Context: an optimization exercise on an open-source flow, tuned for small area. The choices shown serve that exercise and are no tape-out recipe.
In this exercise RTL edits were held to simulation tests only and were not proved equivalent to the original.
No activity file was given, so power comes from the tool's default toggle rates.

== rev 12 ==
==> flow/design.v (excerpt) <==
module FPGA_ScoreBoard_TOP(
	input CLK_50MHZ,
	input BTN_WEST,
	input RS232_DCE_RXD,
	output RS232_DCE_TXD,
	output [21:0] NF_A,
	input [7:0] NF_D_I,
	output [7:0] NF_D_O,
	output NF_D_OE,
	output NF_CE, NF_BYTE, NF_OE,
	output reg NF_RP,
	output NF_WE, NF_WP
);
clock: 20.0 ns
lec_check: 0
cap_margin: 20
core_margin: 2
core_utilization: 40
slew_margin: 20
standard.sh (not shown) runs the stock make flow with config.mk's settings and CLKGATE_MAP_FILE= SYNTH_SCRIPT=/design/flow/synth_recipe.tcl, a recipe that flattens the netlist after the stock synthesis.
==> flow/flow/run.sh <==
#!/bin/bash
# Layout flow: the standard flow (standard.sh) with three synthesis/placement settings changed:
#  - adders are left to ABC instead of being mapped to half/full-adder cells (ADDER_MAP_FILE empty),
#  - ABC maps with Yosys's default area-oriented script instead of ORFS's speed script,
#  - ports are buffered with sky130_fd_sc_hd__buf_1.
# The synthesis script is synth_recipe.tcl with only its source line pointed at the edited copy of
# ORFS's synth.tcl, so synth still runs with -nofsm -noshare and the netlist is flattened and
# renamed as synth_recipe.tcl does. Each tool's output goes to the logs ORFS writes under orfs/logs;
# make's own output goes to flow_make.log.
set -euo pipefail
W=$(pwd)
sed 's|log_cmd abc {\*}\$abc_args|abc {*}[lrange $abc_args 2 end-2]|' \
  "$FLOW_HOME/scripts/synth.tcl" > "$W/flow_synth.tcl"
grep -q 'abc {\*}\[lrange \$abc_args 2 end-2\]' "$W/flow_synth.tcl"
sed "s|source \$::env(SCRIPTS_DIR)/synth.tcl|source $W/flow_synth.tcl|" \
  "$W/synth_recipe.tcl" > "$W/flow_synth_recipe.tcl"
grep -q "source $W/flow_synth.tcl" "$W/flow_synth_recipe.tcl"
sed "s|SYNTH_SCRIPT=[^ ]*|SYNTH_SCRIPT=$W/flow_synth_recipe.tcl|" "$W/standard.sh" > "$W/flow_standard.sh"
grep -q "SYNTH_SCRIPT=$W/flow_synth_recipe.tcl" "$W/flow_standard.sh"
bash "$W/flow_standard.sh" ADDER_MAP_FILE= "BUFFER_PORTS_ARGS=-buffer_cell sky130_fd_sc_hd__buf_1" finish \
  "CTS_ARGS=-sink_clustering_enable -repair_clock_nets -dont_use_dummy_load -buf_list sky130_fd_sc_hd__clkbuf_8" > "$W/flow_make.log" 2>&1
Rev 12: PASS, flow complete, no timing, DRC or antenna violations
For rev 13, these inputs were changed with respect to rev 12:
# rev 12
export LEC_CHECK = 0
export CAP_MARGIN = 20
export CORE_MARGIN = 2
export CORE_UTILIZATION = 40
export SLEW_MARGIN = 20
create_clock -name core_clock -period 20.0 [get_ports {CLK_50MHZ}]
# rev 13
export LEC_CHECK = 0
export ABC_AREA = 1
export CAP_MARGIN = 20
export CORE_MARGIN = 2
export CORE_UTILIZATION = 40
export SLEW_MARGIN = 20
create_clock -name core_clock -period 20.0 [get_ports {CLK_50MHZ}]
==> flow/run.sh (new file) <==
#!/bin/bash
# synth_recipe.tcl (not shown) runs the flow's synth.tcl, then flattens the netlist and writes it again
# the make line also repeats each setting of config.mk as NAME=value (left out here)
make -C /OpenROAD-flow-scripts/flow DESIGN_CONFIG=/design/flow/config.mk WORK_HOME=/design/flow/orfs CLKGATE_MAP_FILE= SYNTH_SCRIPT=/design/flow/synth_recipe.tcl finish
removed: flow/flow/run.sh
removed: flow/standard.sh
## What came out
From rev 12 to rev 13 the numbers moved as follows: total power moved up; met2 track demand over resource in global routing moved up; wire length after detailed routing moved up; effective utilization at floorplan moved up.

* * *

Setup of lagoon:
Starting RTL as in the previous note.
Settings: LEC_CHECK=0, CAP_MARGIN=20, CORE_MARGIN=2, CORE_UTILIZATION=40, SLEW_MARGIN=20; clock period 20.0 ns.
==> flow/flow/run.sh <==
#!/bin/bash
# Layout flow: the standard flow (standard.sh) with three synthesis/placement settings changed:
#  - adders are left to ABC instead of being mapped to half/full-adder cells (ADDER_MAP_FILE empty),
#  - ABC maps with Yosys's default area-oriented script instead of ORFS's speed script,
#  - ports are buffered with sky130_fd_sc_hd__buf_1.
# The synthesis script is synth_recipe.tcl with only its source line pointed at the edited copy of
# ORFS's synth.tcl, so synth still runs with -nofsm -noshare and the netlist is flattened and
# renamed as synth_recipe.tcl does. Each tool's output goes to the logs ORFS writes under orfs/logs;
# make's own output goes to flow_make.log.
set -euo pipefail
W=$(pwd)
sed 's|log_cmd abc {\*}\$abc_args|abc {*}[lrange $abc_args 2 end-2]|' \
  "$FLOW_HOME/scripts/synth.tcl" > "$W/flow_synth.tcl"
grep -q 'abc {\*}\[lrange \$abc_args 2 end-2\]' "$W/flow_synth.tcl"
sed "s|source \$::env(SCRIPTS_DIR)/synth.tcl|source $W/flow_synth.tcl|" \
  "$W/synth_recipe.tcl" > "$W/flow_synth_recipe.tcl"
grep -q "source $W/flow_synth.tcl" "$W/flow_synth_recipe.tcl"
sed "s|SYNTH_SCRIPT=[^ ]*|SYNTH_SCRIPT=$W/flow_synth_recipe.tcl|" "$W/standard.sh" > "$W/flow_standard.sh"
grep -q "SYNTH_SCRIPT=$W/flow_synth_recipe.tcl" "$W/flow_standard.sh"
bash "$W/flow_standard.sh" ADDER_MAP_FILE= "BUFFER_PORTS_ARGS=-buffer_cell sky130_fd_sc_hd__buf_1" finish \
  "CTS_ARGS=-sink_clustering_enable -repair_clock_nets -dont_use_dummy_load -buf_list sky130_fd_sc_hd__clkbuf_8 -sink_clustering_size 30" > "$W/flow_make.log" 2>&1
## Diff of input files: onyx against lagoon
Settings: setting CTS_BUF_LIST to sky130_fd_sc_hd__clkbuf_4 for the first time; setting CTS_CLUSTER_SIZE to 30 for the first time.
==> flow/run.sh (new file) <==
#!/bin/bash
# synth_recipe.tcl (not shown) runs the flow's synth.tcl, then flattens the netlist and writes it again
# the make line also repeats each setting of config.mk as NAME=value (left out here)
make -C /OpenROAD-flow-scripts/flow DESIGN_CONFIG=/design/flow/config.mk WORK_HOME=/design/flow/orfs CLKGATE_MAP_FILE= SYNTH_SCRIPT=/design/flow/synth_recipe.tcl finish
removed: flow/flow/run.sh
removed: flow/standard.sh
[summary]
onyx: done, clean on timing, DRC and antenna. lagoon has lower core box area than onyx. For static leakage, dividing the value from lagoon by the value from onyx gives 0.74. onyx ends up with a time the final worst path needs with I/O delays and setup that is 1050 ps higher than in lagoon. When the final numbers for onyx and lagoon were put side by side, the global-route wire length before repair turned out to be smaller in lagoon.
Modified inputs, ember compared to onyx
Settings: CTS_CLUSTER_SIZE removed (was 30); CTS_BUF_LIST removed (was sky130_fd_sc_hd__clkbuf_4).
Findings:
[compare] base=onyx new=ember: synthesis-to-layout area growth +1.8 points; clock period minus final worst setup slack decreased by 63 ps relative to the old numbers; switching component of the power shows an increase of 2.7 uW; utilization moved up.
Sort ember and onyx by final setup slack of the worst path desc -> top: ember
Looking at average wire per cell in the routed design, ember sits about 0.35% below onyx.
From onyx to ember the numbers moved as follows: power share of the combinational group went down by 1.4 points; part of the power in the clock network went up by 4.7 points.
Against onyx, ember comes in 56 um2 higher on final instance area.
diff inputs: ember => cedar
Settings: CTS_BUF_LIST now sky130_fd_sc_hd__clkbuf_4, previously not set; CTS_CLUSTER_SIZE now 20, previously not set.
==> flow/flow/run.sh (new file) <==
#!/bin/bash
# Layout flow: the standard flow (standard.sh) with three synthesis/placement settings changed:
#  - adders are left to ABC instead of being mapped to half/full-adder cells (ADDER_MAP_FILE empty),
#  - ABC maps with Yosys's default area-oriented script instead of ORFS's speed script,
#  - ports are buffered with sky130_fd_sc_hd__buf_1.
# The synthesis script is synth_recipe.tcl with only its source line pointed at the edited copy of
# ORFS's synth.tcl, so synth still runs with -nofsm -noshare and the netlist is flattened and
# renamed as synth_recipe.tcl does. Each tool's output goes to the logs ORFS writes under orfs/logs;
# make's own output goes to flow_make.log.
set -euo pipefail
W=$(pwd)
sed 's|log_cmd abc {\*}\$abc_args|abc {*}[lrange $abc_args 2 end-2]|' \
  "$FLOW_HOME/scripts/synth.tcl" > "$W/flow_synth.tcl"
grep -q 'abc {\*}\[lrange \$abc_args 2 end-2\]' "$W/flow_synth.tcl"
sed "s|source \$::env(SCRIPTS_DIR)/synth.tcl|source $W/flow_synth.tcl|" \
  "$W/synth_recipe.tcl" > "$W/flow_synth_recipe.tcl"
grep -q "source $W/flow_synth.tcl" "$W/flow_synth_recipe.tcl"
sed "s|SYNTH_SCRIPT=[^ ]*|SYNTH_SCRIPT=$W/flow_synth_recipe.tcl|" "$W/standard.sh" > "$W/flow_standard.sh"
grep -q "SYNTH_SCRIPT=$W/flow_synth_recipe.tcl" "$W/flow_standard.sh"
bash "$W/flow_standard.sh" ADDER_MAP_FILE= "BUFFER_PORTS_ARGS=-buffer_cell sky130_fd_sc_hd__buf_1" finish \
  > "$W/flow_make.log" 2>&1
==> flow/standard.sh (new file) <==
#!/bin/bash
# synth_recipe.tcl (not shown) runs the flow's synth.tcl, then flattens the netlist and writes it again
# the make line also repeats each setting of config.mk as NAME=value (left out here)
make -C /OpenROAD-flow-scripts/flow DESIGN_CONFIG=/design/flow/config.mk WORK_HOME=/design/flow/orfs CLKGATE_MAP_FILE= SYNTH_SCRIPT=/design/flow/synth_recipe.tcl "${@:-finish}"
removed: flow/run.sh
Results
- Diff ember -> cedar | gate count of the mapped netlist | down by more than 10%
- Hold slack for cedar: 5.8 ps up relative to ember
- Ratio of cells with drive above 1 in the final layout: cedar vs ember, no meaningful difference
- Going from ember to cedar, die footprint shows a reduction of 15%, sequential cell count level.
Changes in delta relative to cedar:
Settings: ABC_AREA newly set to 1.
==> flow/run.sh (new file) <==
#!/bin/bash
# synth_recipe.tcl (not shown) runs the flow's synth.tcl, then flattens the netlist and writes it again
# the make line also repeats each setting of config.mk as NAME=value (left out here)
make -C /OpenROAD-flow-scripts/flow DESIGN_CONFIG=/design/flow/config.mk WORK_HOME=/design/flow/orfs CLKGATE_MAP_FILE= SYNTH_SCRIPT=/design/flow/synth_recipe.tcl finish
removed: flow/flow/run.sh
removed: flow/standard.sh
==> comparison <==
delta vs. cedar: power went up by about 22%.
Of cedar and delta, delta shows the higher worst relative slew slack, with cedar below it.
Comparing the two runs side by side, delta comes out ahead of cedar on worst hold slack.
Number of fillers in the final layout went up by more than 10% going from cedar to delta.
Sort cedar and delta by met1 global-route usage, descending, and delta comes first.
Final cell area: delta above cedar
Summary of delta over cedar: horizontal die dimension moved up, clock network power rose by 29%, overall routed net length has increased.
The run showing the smaller largest net degree at the start of global routing is delta.
In delta, buffer count excluding the clock tree in the final layout is lower than in cedar.

## re-timing with driven ports
No port has a modelled driver above. Below, the same layouts with a new extraction and two added sets of constraints. Step 1: set_driving_cell puts a clkbuf_16 on CLK_50MHZ and a buf_2 on each other input, an assumption about the parent block. Step 2 moves the port delays by t, midway between the first and last clock arrival at a register: inputs arrive t later, outputs are due t later. That takes back most of the time a late clock gives input paths. Three values: ideal ports, drivers, drivers and shift; two values: the first two.
| run | shift t [ns] | slack for setup (ns) | clock arrival spread, ns | worst slew at a driven data input, ns | cell pins on the clock port's net |
|---|---|---|---|---|---|
| rev 12 | 0.348 | 14.380 / 14.352 / 14.700 | 0.021 / 0.022 | 0.03 | 1 |
| rev 13 | 0.356 | 13.775 / 13.744 / 14.069 | 0.009 / 0.009 | 0.04 | 1 |
| lagoon | 0.348 | 14.380 / 14.352 / 14.700 | 0.021 / 0.022 | 0.03 | 1 |
| onyx | 0.417 | 13.330 / 13.301 / 13.718 | 0.016 / 0.016 | 0.03 | 1 |
| ember | 0.365 | 13.393 / 13.363 / 13.729 | 0.009 / 0.009 | 0.03 | 1 |
| cedar | 0.408 | 14.295 / 14.268 / 14.676 | 0.010 / 0.010 | 0.03 | 1 |
| delta | 0.410 | 13.721 / 13.693 / 14.071 | 0.015 / 0.015 | 0.04 | 1 |
After both steps every run listed still meets setup and hold.
